Source: an optimization exercise on an open RTL-to-GDS flow (aim: small area, a short achievable clock period and few clock cycles). Production flows keep margins and buffers that such runs may drop. Only simulation tests tie the RTL to the original design; equivalence was not proved. Power and IR drop assume default switching activity.

job 3684:
==> flow/design.v <==
module CPU (
	input signed [15:0] Mem_Data ,
	input clk ,
	input rst ,  
	output reg halt ,  
	output reg [6:0] Mem_Address ,
	output reg rd , wr,
	output signed [15:0] Data_Out ,
	output reg fZ,
	output reg fO,
	output reg fN,
	output reg fC
	);
localparam K_NONE = 2'd0, K_INS = 2'd1, K_OPR = 2'd2;
localparam S_IDLE = 3'd0, S_WAIT = 3'd1, S_X = 3'd2, S_MD = 3'd3, S_ALN = 3'd5;
localparam OP_LOAD = 4'd1, OP_STORE = 4'd2, OP_ADD = 4'd3, OP_SUB = 4'd4,
           OP_MUL = 4'd5, OP_DIV = 4'd6, OP_BR = 4'd7, OP_BRZ = 4'd8, OP_HALT = 4'd15;
reg [15:0] AC;         
reg        tnz;        
reg        tpend;      
reg [4:0]  IR;         
reg [2:0]  st;         
reg [15:0] IB;         
reg        bv;         
reg [1:0]  a_k;        
reg [1:0]  c_k;        
reg [6:0]  fpc;        
reg [16:0] X;          
reg [16:0] R;          
reg [3:0]  cnt;        
reg        neg;        
reg        dz;         
reg        dv;         
assign Data_Out = AC;
wire [15:0] W = Mem_Data;
wire a_ins = (a_k == K_INS);
wire a_opr = (a_k == K_OPR);
function [17:0] radd18;  
	input [17:0] a, b;
	input ci;
	integer i;
	reg c;
	begin
		c = ci;
		for (i = 0; i < 18; i = i + 1) begin
			radd18[i] = a[i] ^ b[i] ^ c;
			c = (a[i] & b[i]) | (c & (a[i] ^ b[i]));
		end
	end
endfunction
function [15:0] rneg16;  
	input [15:0] a;
	integer i;
	reg c;
	begin
		c = 1'b1;
		for (i = 0; i < 16; i = i + 1) begin
			rneg16[i] = ~a[i] ^ c;
			c = c & ~a[i];
		end
	end
endfunction
function [4:0] clz16;
	input [15:0] a;
	integer i;
	begin
		clz16 = 5'd16;
		for (i = 0; i < 16; i = i + 1)
			if (a[i]) clz16 = 5'd15 - i[4:0];
	end
endfunction
wire [3:0] ir_op = IR[4:1];
wire       ir_m  = IR[0];
wire       ir_md = (ir_op == OP_MUL) || (ir_op == OP_DIV);
wire       ir_div = (ir_op == OP_DIV);
wire       exec  = (st == S_X) || (st == S_WAIT && a_opr);
wire [15:0] B16 = ir_m ? W : {5'b0, X[10:0]};
wire [16:0] A17 = {ir_m & AC[15], AC};
wire [16:0] B17 = {ir_m & W[15], B16};
wire        alu_sub = (ir_op == OP_SUB);
wire [16:0] sum = A17 + (B17 ^ {17{alu_sub}}) + {16'd0, alu_sub};
wire [15:0] negv = rneg16((st == S_ALN) ? X[15:0] : AC);
wire [15:0] negAC = negv;
wire        dstep = dv;
wire        dsub = dstep & ~R[16];
wire [17:0] s0 = radd18({R[16], R}, ({X[16], X} & {18{AC[0] | dstep}}) ^ {18{dsub}}, dsub);
wire [16:0] rn = s0[16:0];
reg [16:0] acc;
reg [15:0] q;
reg [17:0] s18;
reg [17:0] t18;
reg        rsub;
integer j;
always @* begin
	acc = s0[17:1];
	q = {s0[0], AC[15:1]};
	for (j = 1; j < 4; j = j + 1) begin
		rsub = (j == 3) && (cnt[1:0] == 2'd0);
		t18 = q[0] ? {X[16], X} : 18'd0;
		s18 = radd18({acc[16], acc}, t18 ^ {18{rsub}}, rsub);
		acc = s18[17:1];
		q = {s18[0], q[15:1]};
	end
end
wire [15:0] xb = X[16] ? negv : X[15:0];
wire [4:0]  la = clz16(R[15:0]);
wire [4:0]  lb = clz16(xb);
wire [4:0]  dd = lb - la;
wire        qzero = (la > lb);         
wire [15:0] xal = xb << dd[3:0];
wire md_last = (st == S_MD) && (cnt == 4'd0);
wire aln_done = (st == S_ALN) && (dz || qzero);
wire hf = (exec && !ir_md) || md_last || aln_done;
wire hfree = (st == S_IDLE) || hf;
reg [15:0] AC_nx;
always @* begin
	AC_nx = AC;
	if (exec) begin
		case (ir_op)
			OP_LOAD: AC_nx = ir_m ? W : X[15:0];
			OP_ADD, OP_SUB: AC_nx = sum[15:0];
			OP_MUL: AC_nx = B16;
			OP_DIV: AC_nx = 16'd0;
			default: AC_nx = AC;
		endcase
	end else if (st == S_MD) begin
		if (!ir_div)
			AC_nx = q;
		else if (cnt == 4'd0 && neg)     
			AC_nx = rn[16] ? {negAC[14:0], 1'b0} : {~AC[14:0], 1'b1};
		else
			AC_nx = {AC[14:0], ~rn[16]};
	end else if (st == S_ALN)
		AC_nx = dz ? 16'hFFFF : AC;
end
wire ex_flags = exec && (ir_op == OP_ADD || ir_op == OP_SUB || ir_md);
wire fZ_nx = ((st == S_WAIT || st == S_X) && (ir_op == OP_ADD || ir_op == OP_SUB || ir_md)) ?
             (AC == 16'd0) : fZ;
wire [15:0] S = bv ? IB : W;
wire s_valid = bv || a_ins;
wire [3:0] s_op = S[15:12];
wire s_alu = (s_op == OP_LOAD) || (s_op == OP_ADD) || (s_op == OP_SUB) ||
             (s_op == OP_MUL) || (s_op == OP_DIV);
wire s_mem = s_alu && S[11];
wire s_store = (s_op == OP_STORE);
wire s_br = (s_op == OP_BR) || (s_op == OP_BRZ && fZ_nx);
wire s_halt = (s_op == OP_HALT);
wire s_nop = (s_op == 4'd0) || (s_op >= 4'd9 && s_op <= 4'd14);
wire s_free = (s_op == OP_BR) || (s_op == OP_BRZ) || s_nop;
wire start = s_valid && (hfree || s_free) && !halt;
wire yw = bv && a_ins;
wire yc = (c_k == K_INS);
wire [6:0] fpc1 = fpc - 7'd1;
wire [6:0] fpc2 = fpc - 7'd2;
wire [6:0] fpc_rw = fpc - {5'b0, yw} - {5'b0, yc};    
wire st_hit = s_store && ((yc && S[6:0] == fpc1) || (yw && S[6:0] == (yc ? fpc2 : fpc1)));
wire flush = start && (s_br || st_hit);
wire ovf = !start && yw && !halt;    
wire kill_c = flush || ovf;
wire [6:0] fbase = ovf ? fpc_rw : fpc;
wire [6:0] fbase1 = fbase + 7'd1;
wire [6:0] s_tgt1 = S[6:0] + 7'd1;
reg        bv_nx;
reg [2:0]  st_nx;
reg [4:0]  IR_nx;
reg [3:0]  cnt_nx;
always @* begin
	bv_nx = bv;
	if (start && bv) bv_nx = a_ins && !flush;
	else if (!start && !bv && a_ins && !halt) bv_nx = 1'b1;
	st_nx = st;
	IR_nx = IR;
	cnt_nx = cnt;
	if (exec && ir_md) begin
		st_nx = ir_div ? S_ALN : S_MD;
		cnt_nx = 4'd3;
	end else if (st == S_ALN) begin
		st_nx = (dz || qzero) ? S_IDLE : S_MD;
		cnt_nx = dd[3:0];
	end else if (md_last)
		st_nx = S_IDLE;
	else if (st == S_MD)
		cnt_nx = cnt - 4'd1;
	else if (hf)
		st_nx = S_IDLE;
	if (start && s_alu) begin
		st_nx = s_mem ? S_WAIT : S_X;
		IR_nx = S[15:11];
	end
end
wire [1:0] a_k_nx = (yc && kill_c) ? K_NONE : c_k;
wire halt_nx = halt || (start && s_halt);
wire fetch_ok = !halt_nx;
wire t_nz = tpend ? (R[15:0] != 16'd0) : tnz;
wire use_s = start && (s_mem || s_store || s_br);    
always @(posedge clk) begin
	if (rst) begin
		halt <= 1'b0;
		AC <= 16'd0;
		tnz <= 1'b0;
		tpend <= 1'b0;
		fZ <= 1'b0;
		fO <= 1'b0;
		fN <= 1'b0;
		fC <= 1'b0;
		st <= S_IDLE;
		bv <= 1'b0;
		Mem_Address <= 7'd0;
		rd <= 1'b1;
		wr <= 1'b0;
		a_k <= K_NONE;
		c_k <= K_INS;
		fpc <= 7'd1;
	end else begin
		halt <= halt_nx;
		AC <= AC_nx;
		st <= st_nx;
		IR <= IR_nx;
		bv <= bv_nx;
		if (a_ins && ((start && bv && !flush) || (!start && !bv))) IB <= W;
		cnt <= cnt_nx;
		a_k <= a_k_nx;
		if (ex_flags) begin
			fZ <= (AC == 16'd0);
			fN <= (ir_op == OP_ADD && ir_m) ? (fN | AC[15]) : AC[15];
		end
		if (exec && (ir_op == OP_ADD || ir_op == OP_SUB))
			fC <= sum[16];
		if (exec && ir_op == OP_MUL)
			fO <= fO | t_nz;
		if (exec && ir_md) begin
			if (ir_div) begin
				R <= {1'b0, (ir_m & AC[15]) ? negAC : AC};
				X <= {ir_m & W[15], B16};
			end else begin
				R <= 17'd0;
				X <= A17;
			end
			neg <= ir_m & (AC[15] ^ W[15]);
			dv <= ir_div;
			tnz <= t_nz;
			tpend <= 1'b0;
			dz <= (B16 == 16'd0);
		end else if (st == S_ALN) begin
			X <= {1'b0, xal};
		end else if (st == S_MD) begin
			if (ir_div) begin
				R <= rn;
				X <= {1'b0, 1'b0, X[15:1]};
			end else begin
				R <= acc;
				if (cnt[1:0] == 2'd0)
					tpend <= 1'b1;
			end
		end
		if (start && s_alu && !s_mem)
			X <= {1'b0, S};
		if (use_s) begin
			Mem_Address <= S[6:0];
			rd <= !s_store;
			wr <= s_store;
			c_k <= s_mem ? K_OPR : s_store ? K_NONE : K_INS;
			fpc <= s_br ? s_tgt1 : st_hit ? fpc_rw : fpc;
		end else if (fetch_ok) begin
			Mem_Address <= fbase;
			rd <= 1'b1;
			wr <= 1'b0;
			c_k <= K_INS;
			fpc <= fbase1;
		end else begin
			rd <= 1'b0;
			wr <= 1'b0;
			c_k <= K_NONE;
			fpc <= fbase;
		end
	end
end
endmodule
export LEC_CHECK = 0
export ABC_AREA = 1
export CAP_MARGIN = 20
export CORE_MARGIN = 2
export CORE_UTILIZATION = 40
export GPL_TIMING_DRIVEN = 1
export SLEW_MARGIN = 20
create_clock -name core_clock -period 40.0 [get_ports {clk}]
standard.sh (not shown) runs the stock make flow with config.mk's settings and CLKGATE_MAP_FILE= SYNTH_SCRIPT=/design/flow/synth_recipe.tcl, a recipe that flattens the netlist after the stock synthesis.
==> flow/flow/run.sh <==
#!/bin/bash
# Standard ORFS layout, with timing repair asked to reach a setup slack of
# 29.5 ns against the design's clock (the SDC is unchanged), and the ports
# buffered with buf_2 cells.
set -euo pipefail
bash standard.sh SETUP_SLACK_MARGIN=29.5 "BUFFER_PORTS_ARGS=-buffer_cell sky130_fd_sc_hd__buf_2" finish > flow_make.log 2>&1
Testbench counts of job 3684, summed over its fixed seeds: cycles 86,076.
Setup changes, job 3684 to job 980
- GPL_TIMING_DRIVEN no longer set, was 1
==> comparison <==
Job 980 -> job 3684: data-path buffer share of cell area in the final layout delta 0, exact match
Going from job 3684 to job 980, total inserted antenna cells held steady, mean instance size in the synthesized netlist closely matched the old numbers.
Comparing job 980 against job 3684, there is no change at all in maximum fanout along the worst path.
Job 980 vs. job 3684: parity-gate share of the synthesized area counting xor and xnor cells closely matched the old numbers; global-route usage held.
| final period demand of the worst path | job 980 vs job 3684 | ≈ equal |
Re critical path depth: no difference whatsoever between job 980 and job 3684.
Utilization after layout: job 3684 vs job 980 identical
From job 980 to job 3684, power did not move at all.
From job 3684 to job 980, number of hold violations in the final report did not move at all.
## Diff of input files: job 9901 against job 980
==> flow/flow/run.sh <==
#!/bin/bash
# Standard ORFS layout, with timing repair asked to reach a setup slack of
# 30 ns against the design's clock (the SDC is unchanged), and the ports
# buffered with buf_2 cells.
set -euo pipefail
bash standard.sh SETUP_SLACK_MARGIN=30 "BUFFER_PORTS_ARGS=-buffer_cell sky130_fd_sc_hd__buf_2" finish > flow_make.log 2>&1
- Job 9901 finished every step from synthesis to the final layout, and the layout passed the timing, DRC and antenna checks.
- Any difference in area of the core region between job 9901 and job 980 is small enough to ignore.
- Going from job 980 to job 9901, total via count in the routed design has increased; final routed wirelength across all metal layers has increased; maximum clock rate has increased.
Inputs modified between job 9901 and job 6077:
==> flow/flow/run.sh <==
#!/bin/bash
# Standard ORFS layout, with timing repair asked to reach a setup slack of
# 29 ns against the design's clock (the SDC is unchanged), and the ports
# buffered with buf_2 cells.
set -euo pipefail
bash standard.sh SETUP_SLACK_MARGIN=29 "BUFFER_PORTS_ARGS=-buffer_cell sky130_fd_sc_hd__buf_2" finish > flow_make.log 2>&1
Results
Job 9901 → job 6077: clock skew fell 0.0044 ns, wire length shows a reduction of about 2.3%, ratio of final minimum period to clock period shows an increase of 1.5 points, minimum clock period after layout grew by 0.60 ns. Max combinational share of power across job 6077 and job 9901: job 9901. Job 6077 vs job 9901: fraction of power consumed by the clock network up in job 6077. Job 6077 vs job 9901: sum of routed wire segments on met1 down.
Input changes introduced in job 3553 (baseline for comparison: job 6077):
- a change of CAP_MARGIN from 20 to 0
- a change of SLEW_MARGIN from 20 to 0
==> flow/flow/run.sh <==
#!/bin/bash
# Standard ORFS layout, with timing repair asked to reach a setup slack of
# 29.5 ns against the design's clock (the SDC is unchanged), and the ports
# buffered with buf_2 cells.
set -euo pipefail
bash standard.sh SETUP_SLACK_MARGIN=29.5 "BUFFER_PORTS_ARGS=-buffer_cell sky130_fd_sc_hd__buf_2" finish > flow_make.log 2>&1
==> comparison <==
Between job 6077 and job 3553, the pin slew with the least headroom to its limit is higher for job 3553. Job 3553 completed every stage of the flow, and the final layout passed the timing, DRC and antenna checks. Changes observed in job 3553 relative to job 6077: routed wire length increased by 1.7% relative to the old numbers, worst-case reg-to-reg path depth decreased by 1 relative to the old numbers, via count increased by 105 relative to the old numbers, setup clock skew after layout closely matched the old numbers, total track usage increased by 0.61 points relative to the old numbers. Diff job 6077 -> job 3553: routed length on met2 shows an increase of about 2.8%; largest stage delay on the critical path up 0.08 ns; met2 track utilization from global routing went up by 1.1 points.


ember:
CPU, a different RTL version from the one above (not shown whole).
For scale: ~110 flip-flops, about 48 I/O pins.
clock: 40.0 ns
lec_check: 0
cap_margin: 20
core_margin: 2
core_utilization: 40
slew_margin: 20
==> flow/flow/run.sh <==
#!/bin/bash
# Standard ORFS layout, with timing repair asked to reach a setup slack of
# 29 ns against the design's clock (the SDC is unchanged), and the ports
# buffered with buf_2 cells.
set -euo pipefail
bash standard.sh SETUP_SLACK_MARGIN=29 "BUFFER_PORTS_ARGS=-buffer_cell sky130_fd_sc_hd__buf_2" finish > flow_make.log 2>&1
ember went all the way through synthesis, placement and routing and the layout is clean on timing, DRC and antenna.
Testbench counts of ember, summed over its fixed seeds: cycles 91,104.
Inputs modified between ember and willow:
==> flow/flow/run.sh <==
#!/bin/bash
# Standard ORFS layout, with timing repair asked to reach a setup slack of
# 28 ns against the design's clock (the SDC is unchanged).
set -euo pipefail
bash standard.sh SETUP_SLACK_MARGIN=28 finish > flow_make.log 2>&1
Findings:
Compare willow and ember | switching part of the total higher: willow
Standby leakage power (willow over ember): decrease, 2.5%
Compared with ember, in willow non-clock buffer count went down by about 6%, worst hold margin +0.0030 ns, wire length held steady.
From ember to willow the numbers moved as follows: time the worst path needs with I/O delays and setup went up, fraction of area in registers essentially unchanged, utilization after layout barely changed.
The inputs of yarrow differ from those of willow as listed below.
# willow
export LEC_CHECK = 0
export CAP_MARGIN = 20
export CORE_MARGIN = 2
export CORE_UTILIZATION = 40
export SLEW_MARGIN = 20
create_clock -name core_clock -period 40.0 [get_ports {clk}]
# yarrow
export LEC_CHECK = 0
export ABC_AREA = 1
export CAP_MARGIN = 20
export CORE_MARGIN = 2
export CORE_UTILIZATION = 40
export SLEW_MARGIN = 20
create_clock -name core_clock -period 40.0 [get_ports {clk}]
==> flow/flow/run.sh <==
#!/bin/bash
# Standard ORFS layout, with timing repair asked to reach a setup slack of
# 31 ns against the design's clock (the SDC is unchanged), and the ports
# buffered with buf_2 cells.
set -euo pipefail
bash standard.sh SETUP_SLACK_MARGIN=31 "BUFFER_PORTS_ARGS=-buffer_cell sky130_fd_sc_hd__buf_2" finish > flow_make.log 2>&1
Notes after the runs:
yarrow ended up with a higher non-clock buffer count than willow did. Going from willow to yarrow, power picked up an extra about 100%; cell count after placement picked up an extra 15%. The run showing the smaller compound-cell area share of the yosys netlist is yarrow. Via count of the first global-routing pass was higher in yarrow than in willow. yarrow was carried through to the last stage, and its layout satisfied the timing, DRC and antenna checks. Comparing yarrow and willow, the lower number of instances in the synthesized netlist was measured on willow. [yarrow vs willow] switching component of the power: higher in yarrow. Looking at post-layout worst setup margin across both flows, yarrow is the stronger of the two, with willow trailing.
Modified inputs, pepper compared to yarrow
# yarrow
export LEC_CHECK = 0
export ABC_AREA = 1
export CAP_MARGIN = 20
export CORE_MARGIN = 2
export CORE_UTILIZATION = 40
export SLEW_MARGIN = 20
create_clock -name core_clock -period 40.0 [get_ports {clk}]
# pepper
export LEC_CHECK = 0
export CAP_MARGIN = 20
export CORE_MARGIN = 2
export CORE_UTILIZATION = 40
export SLEW_MARGIN = 20
create_clock -name core_clock -period 40.0 [get_ports {clk}]
==> flow/flow/run.sh <==
#!/bin/bash
# Standard ORFS layout, with timing repair asked to reach a setup slack of
# 30 ns against the design's clock (the SDC is unchanged).
set -euo pipefail
bash standard.sh SETUP_SLACK_MARGIN=30 finish > flow_make.log 2>&1
==> comparison <==
pepper finished every stage and its layout cleared the timing, DRC and antenna checks.
First-pass GRT wire length (lower): pepper
On die extent in y, yarrow and pepper are neck and neck.
In the metrics for yarrow and pepper, the one carrying the higher total area of multi-input combinational cells is pepper.
Higher pre-CTS worst setup slack among yarrow and pepper: yarrow
The die outline area of pepper and that of yarrow are within noise of each other.
On largest fanout on the critical path: pepper sits above yarrow.
Changes observed in pepper relative to yarrow: smallest setup slack after layout shrank by 0.47 ns, post-cts repair resize count decreased by 34% relative to the old numbers, worst slew margin relative to its limit dropped 17 points.
diff inputs: pepper => delta
# pepper
export LEC_CHECK = 0
export CAP_MARGIN = 20
export CORE_MARGIN = 2
export CORE_UTILIZATION = 40
export SLEW_MARGIN = 20
create_clock -name core_clock -period 40.0 [get_ports {clk}]
# delta
export LEC_CHECK = 0
export ABC_AREA = 1
export CAP_MARGIN = 20
export CORE_MARGIN = 2
export CORE_UTILIZATION = 40
export SLEW_MARGIN = 20
create_clock -name core_clock -period 40.0 [get_ports {clk}]
==> flow/flow/run.sh <==
#!/bin/bash
# Standard ORFS layout, with timing repair asked to reach a setup slack of
# 30 ns against the design's clock (the SDC is unchanged), and the ports
# buffered with buf_2 cells.
set -euo pipefail
bash standard.sh SETUP_SLACK_MARGIN=30 "BUFFER_PORTS_ARGS=-buffer_cell sky130_fd_sc_hd__buf_2" finish > flow_make.log 2>&1
Results
- Both conditions hold for delta: the flow ran to the end and the final layout passed the timing, DRC and antenna checks.
- delta ends up with a clock share of power that is 6.8 points lower than in pepper.
- On number of instances in the synthesized netlist, the higher figure sits with delta, not pepper.
- The total half-perimeter wirelength after legalization and detailed placement of delta is higher than that of pepper.
- The final critical path time including I/O delays and setup of delta was superior to that of pepper.
- delta — placed cell area about 3.5% lower, pepper as reference
- [delta] post-route fraction of the period consumed by the critical path fell 1.1 points relative to pepper
- Between pepper and delta, DRC violation total after the first TritonRoute iteration is lower for delta, pepper comes in above that.

## what the ideal ports hide
How much do the figures lean on ideal ports? The routed layouts below were timed once more, with nothing changed but the port constraints.
Step 1 (the two cells are an assumption about what drives the block):
set clk [get_ports {clk}]
set_driving_cell -lib_cell sky130_fd_sc_hd__clkbuf_16 $clk
set_driving_cell -lib_cell sky130_fd_sc_hd__buf_2 [delete_from_list [all_inputs] $clk]
Step 2 also shifts input and output timing later by t, the mid clock arrival at the registers, as if the neighbouring blocks saw the same clock.
a / b / c = no drivers / after step 1 / after step 2; a / b = the first two.
run	t, ns	setup slack, ns	worst setup path at the end	pins driven straight from the clock port
job 3684	0.419	29.648 / 29.648 / 29.430	input to register	1
job 980	0.419	29.648 / 29.648 / 29.430	input to register	1
job 9901	0.423	29.977 / 29.977 / 29.717	input to register	1
job 6077	0.433	29.379 / 29.379 / 29.342	input to register	1
job 3553	0.419	29.648 / 29.648 / 29.430	input to register	1
ember	0.416	29.196 / 29.223 / 28.807	input to register	1
willow	0.428	28.410 / 28.437 / 28.009	input to register	1
yarrow	0.415	29.815 / 29.810 / 29.395	input to register	1
pepper	0.419	29.348 / 29.369 / 28.950	input to register	1
delta	0.418	29.799 / 29.786 / 29.368	input to register	1
After both steps setup and hold are still met in every run listed. For delta, which loses most, drivers alone change the setup slack by -0.013 ns; drivers and shift together by -0.431 ns.
